This is an optimization exercise on Yosys and OpenROAD, whose aim is small area and a short achievable clock period, not a production implementation.
The RTL was checked by simulation tests, not by an equivalence proof against the original design.
Power and IR drop assume default switching activity.

// mult32x32
module mult32x32 (
  input              i_clk     ,
  input              i_rstn    ,
  input  wire        i_multa_ns,
  input  wire        i_multb_ns,
  input  wire [31:0] i_multa   ,
  input  wire [31:0] i_multb   ,
  output wire [63:0] o_product
);
Size in the first run: roughly 960 flip-flops, roughly 130 I/O pins, about 45000 µm² of cells after synthesis.
Settings: LEC_CHECK=0, CAP_MARGIN=20, CORE_MARGIN=2, CORE_UTILIZATION=40, PLACE_DENSITY=0.75, SETUP_SLACK_MARGIN=2.0, SLEW_MARGIN=20, SYNTH_HIERARCHICAL=1, TNS_END_PERCENT=100; clock period 4.0 ns.
standard.sh (not shown) runs the stock make flow with config.mk's settings and CLKGATE_MAP_FILE= SYNTH_SCRIPT=/design/flow/synth_recipe.tcl, a recipe that flattens the netlist after the stock synthesis.
==> flow/flow/run.sh <==
#!/bin/bash
set -euo pipefail
export CTS_ARGS="-sink_clustering_enable -repair_clock_nets -dont_use_dummy_load"
bash standard.sh > standard.log 2>&1
The baseline went through all stages and came out clean.
Rerun with:
==> flow/run.sh (new file) <==
#!/bin/bash
# synth_recipe.tcl (not shown) runs the flow's synth.tcl, then flattens the netlist and writes it again
# the make line also repeats each setting of config.mk as NAME=value (left out here)
make -C /OpenROAD-flow-scripts/flow DESIGN_CONFIG=/design/flow/config.mk WORK_HOME=/design/flow/orfs CLKGATE_MAP_FILE= SYNTH_SCRIPT=/design/flow/synth_recipe.tcl finish
--- a/flow/config.mk
+++ b/flow/config.mk
@@ -10,4 +10,3 @@
 export CORE_UTILIZATION = 40
-export PLACE_DENSITY = 0.75
-export SETUP_SLACK_MARGIN = 2.0
+export SETUP_SLACK_MARGIN = 2.2
 export SLEW_MARGIN = 20
removed: flow/flow/run.sh
removed: flow/standard.sh
Effect:
- clock-buffer cell count is higher by 33
- via count is higher by about 13%
- setup slack got worse by 10 ps
- final area is higher by 15%
- synthesized cell count is unchanged
- power is higher by about 10%
- wire length is higher by 29%
- register-to-register slack barely changes
- final cell count is higher by 8.6%
- non-clock buffer count is higher by 340
Rerun with:
--- a/flow/config.mk
+++ b/flow/config.mk
@@ -10,3 +10,3 @@
 export CORE_UTILIZATION = 40
-export SETUP_SLACK_MARGIN = 2.2
+export SETUP_SLACK_MARGIN = 1.9
 export SLEW_MARGIN = 20
The changed run completed without violations.
Routed wire length went down by about a fifth.
Flip-flop and latch count stays the same.
Via count is lower by roughly a tenth.
Worst setup slack loses 57 ps.
Cell area went down by roughly a tenth.
Hold slack gets better by 81 ps.
Utilization falls by 5.9 points.
Combinational power decreases by about a fifth.

========
mult32x32 again, from the RTL that the note above started with.
Settings: LEC_CHECK=0, CAP_MARGIN=20, CORE_MARGIN=2, CORE_UTILIZATION=40, CTS_CLUSTER_DIAMETER=60, CTS_CLUSTER_SIZE=25, SETUP_SLACK_MARGIN=2.0, SLEW_MARGIN=20, SYNTH_HIERARCHICAL=1, TNS_END_PERCENT=100; clock period 4.0 ns.
run.sh (not shown) runs the stock make flow with config.mk's settings and CLKGATE_MAP_FILE= SYNTH_SCRIPT=/design/flow/synth_recipe.tcl, a recipe that flattens the netlist after the stock synthesis.
Stock flow here: none of the scripts above is used.
Change:
- CTS_CLUSTER_DIAMETER: 60 -> 40
- CTS_CLUSTER_SIZE: 25 -> 10
Outcome: The changed run completed without violations. Fmax barely changes. Sequential power barely changes. Cell area rose by a few percent. Synthesized area does not change.
Change:
==> flow/flow/run.sh (new file) <==
#!/bin/bash
set -euo pipefail
export CTS_ARGS="-sink_clustering_enable -repair_clock_nets -dont_use_dummy_load"
bash standard.sh > standard.log 2>&1
==> flow/standard.sh (new file) <==
#!/bin/bash
# synth_recipe.tcl (not shown) runs the flow's synth.tcl, then flattens the netlist and writes it again
# the make line also repeats each setting of config.mk as NAME=value (left out here)
make -C /OpenROAD-flow-scripts/flow DESIGN_CONFIG=/design/flow/config.mk WORK_HOME=/design/flow/orfs CLKGATE_MAP_FILE= SYNTH_SCRIPT=/design/flow/synth_recipe.tcl "${@:-finish}"
- CTS_CLUSTER_DIAMETER: 40 -> unset
- CTS_CLUSTER_SIZE: 10 -> unset
- PLACE_DENSITY: unset -> 0.85
- SETUP_SLACK_MARGIN: 2.0 -> 2.05
removed: flow/run.sh
What happened:
- The changed run finished with timing, DRC and antenna clean
- clock skew climbs by 0.039 ns
- core utilization shrinks by 2.0 points
- worst hold slack improved by 0.016 ns
- routed wire length shrinks slightly
- die area does not change
- register-to-register slack improved by 0.09 ns
- worst setup slack gets better by 0.091 ns
- sequential share of layout area is higher by 1.5 points
- global-route usage decreases by 0.63 points
Change:
==> flow/run.sh (new file) <==
#!/bin/bash
# synth_recipe.tcl (not shown) runs the flow's synth.tcl, then flattens the netlist and writes it again
# the make line also repeats each setting of config.mk as NAME=value (left out here)
make -C /OpenROAD-flow-scripts/flow DESIGN_CONFIG=/design/flow/config.mk WORK_HOME=/design/flow/orfs CLKGATE_MAP_FILE= SYNTH_SCRIPT=/design/flow/synth_recipe.tcl finish
- PLACE_DENSITY: 0.85 -> unset
- SETUP_SLACK_MARGIN: 2.05 -> 1.8
removed: flow/flow/run.sh
removed: flow/standard.sh
Clock power went up by 30%.
Sequential power hardly moves.
Setup slack gets worse by 0.31 ns.
Power increases by about 0.7%.

========
mult32x32 again, from the RTL that the note above started with.
## mult32x32
module mult32x32 (
  input              i_clk     ,
  input              i_rstn    ,
  input  wire        i_multa_ns,
  input  wire        i_multb_ns,
  input  wire [31:0] i_multa   ,
  input  wire [31:0] i_multb   ,
  output wire [63:0] o_product
);
wire n1 = i_multa_ns & i_multa[31];
wire n2 = i_multb_ns & i_multb[31];
wire g3 = i_multa[1] & i_multa[0];
wire p4 = i_multa[1] ^ i_multa[0];
wire g5 = i_multa[2] & i_multa[1];
wire p6 = i_multa[2] ^ i_multa[1];
wire g7 = i_multa[3] & i_multa[2];
wire p8 = i_multa[3] ^ i_multa[2];
wire g9 = i_multa[4] & i_multa[3];
wire p10 = i_multa[4] ^ i_multa[3];
wire g11 = i_multa[5] & i_multa[4];
wire p12 = i_multa[5] ^ i_multa[4];
wire g13 = i_multa[6] & i_multa[5];
wire p14 = i_multa[6] ^ i_multa[5];
wire g15 = i_multa[7] & i_multa[6];
wire p16 = i_multa[7] ^ i_multa[6];
wire g17 = i_multa[8] & i_multa[7];
wire p18 = i_multa[8] ^ i_multa[7];
wire g19 = i_multa[9] & i_multa[8];
wire p20 = i_multa[9] ^ i_multa[8];
wire g21 = i_multa[10] & i_multa[9];
  ...
clock: 4.0 ns
lec_check: 0
cap_margin: 20
core_margin: 2
core_utilization: 40
cts_buf_list: sky130_fd_sc_hd__clkbuf_8
setup_slack_margin: 2.0
slew_margin: 20
synth_hierarchical: 1
tns_end_percent: 100
Stock flow here: none of the scripts above is used.
The first run ran to the end with no violations.
==> next run, changes <==
==> flow/flow/run.sh (new file) <==
#!/bin/bash
set -euo pipefail
export CTS_ARGS="-sink_clustering_enable -repair_clock_nets -dont_use_dummy_load"
bash standard.sh > standard.log 2>&1
==> flow/standard.sh (new file) <==
#!/bin/bash
# synth_recipe.tcl (not shown) runs the flow's synth.tcl, then flattens the netlist and writes it again
# the make line also repeats each setting of config.mk as NAME=value (left out here)
make -C /OpenROAD-flow-scripts/flow DESIGN_CONFIG=/design/flow/config.mk WORK_HOME=/design/flow/orfs CLKGATE_MAP_FILE= SYNTH_SCRIPT=/design/flow/synth_recipe.tcl "${@:-finish}"
CTS_BUF_LIST = default   (was sky130_fd_sc_hd__clkbuf_8)
removed: flow/run.sh
Result:
- The changed run finished clean
- final cell count drops by 3.8%
- total power fell by 3.8%
- sequential power hardly moves
- clock skew goes up by 0.045 ns
- core utilization went down by 1.4 points
- final area is lower by 3.0%
- wire length fell by 2.6%
- global-route usage shrinks by 0.44 points
==> next run, changes <==
PLACE_DENSITY = 0.95   (was default)
Effect: The changed run completed without violations; combinational power rises by roughly a tenth; non-clock buffer count came out lower by 3; critical path depth does not change; wire length rose by a few percent; clock-buffer cell count is lower by 12; final area is about the same; flip-flop and latch count is unchanged; core utilization barely changes; total power goes up by a few percent; global-route usage came out higher by 0.54 points; worst setup slack degrades by 0.015 ns.
==> next run, changes <==
PLACE_DENSITY = 0.85   (was 0.95)
- The changed run finished clean
- power went down by 2.0%
- final area came out lower by 0.85%
- final cell count went down by 0.47%
- sequential power is about the same
- non-clock buffer count went down by 22
- setup slack improved by 0.083 ns
- utilization fell by 0.38 points

-- static timing again, ports no longer ideal --
Ports are ideal in the flow. The routed layouts listed here were re-timed in OpenROAD.
Step 1: set_driving_cell puts a clkbuf_16 on i_clk and a buf_2 on each other input, an assumption about the parent block.
Step 2 times the ports against the registers' clock, not the clock port: input delays grow and output delays shrink by t, the midpoint of the rising clock arrivals with the driver on.
Slacks: ideal ports / drivers / drivers and shift; pairs: ideal ports / drivers.
| run | shift t [ns] | setup WS [ns] | worst hold slack (ns) | slew at the worst register clock pin (ns) | pins driven straight from the clock port |
|---|---|---|---|---|---|
| the first run of note 1 | 0.706 | 1.964 / 1.964 / 1.371 | 0.229 / 0.216 / 0.307 | 0.06 / 0.06 | 1 |
| the second run of note 1 | 0.774 | 1.953 / 1.953 / 1.423 | 0.218 / 0.176 / 0.312 | 0.07 / 0.07 | 1 |
| the third run of note 1 | 0.746 | 1.896 / 1.886 / 1.236 | 0.299 / 0.253 / 0.308 | 0.08 / 0.08 | 1 |
| the first run of note 2 | 0.750 | 1.929 / 1.929 / 1.316 | 0.261 / 0.232 / 0.322 | 0.09 / 0.09 | 1 |
| the second run of note 2 | 0.788 | 1.926 / 1.926 / 1.251 | 0.251 / 0.215 / 0.320 | 0.05 / 0.05 | 1 |
| the third run of note 2 | 0.699 | 2.017 / 2.004 / 1.372 | 0.267 / 0.244 / 0.268 | 0.07 / 0.07 | 1 |
| the fourth run of note 2 | 0.746 | 1.704 / 1.704 / 1.115 | 0.317 / 0.306 / 0.317 | 0.07 / 0.07 | 1 |
| the first run of note 3 | 0.888 | 1.900 / 1.880 / 1.117 | 0.164 / 0.121 / 0.308 | 0.07 / 0.07 | 1 |
| the second run of note 3 | 0.712 | 1.928 / 1.928 / 1.342 | 0.283 / 0.280 / 0.283 | 0.06 / 0.06 | 1 |
| the third run of note 3 | 0.716 | 1.913 / 1.913 / 1.301 | 0.227 / 0.201 / 0.255 | 0.07 / 0.07 | 1 |
| the fourth run of note 3 | 0.699 | 1.996 / 1.973 / 1.341 | 0.266 / 0.241 / 0.266 | 0.07 / 0.07 | 1 |
After both steps every run listed still meets setup and hold. The setup slack of the first run of note 3, which loses most, moves by -0.020 ns with the drivers and by -0.783 ns with both steps.
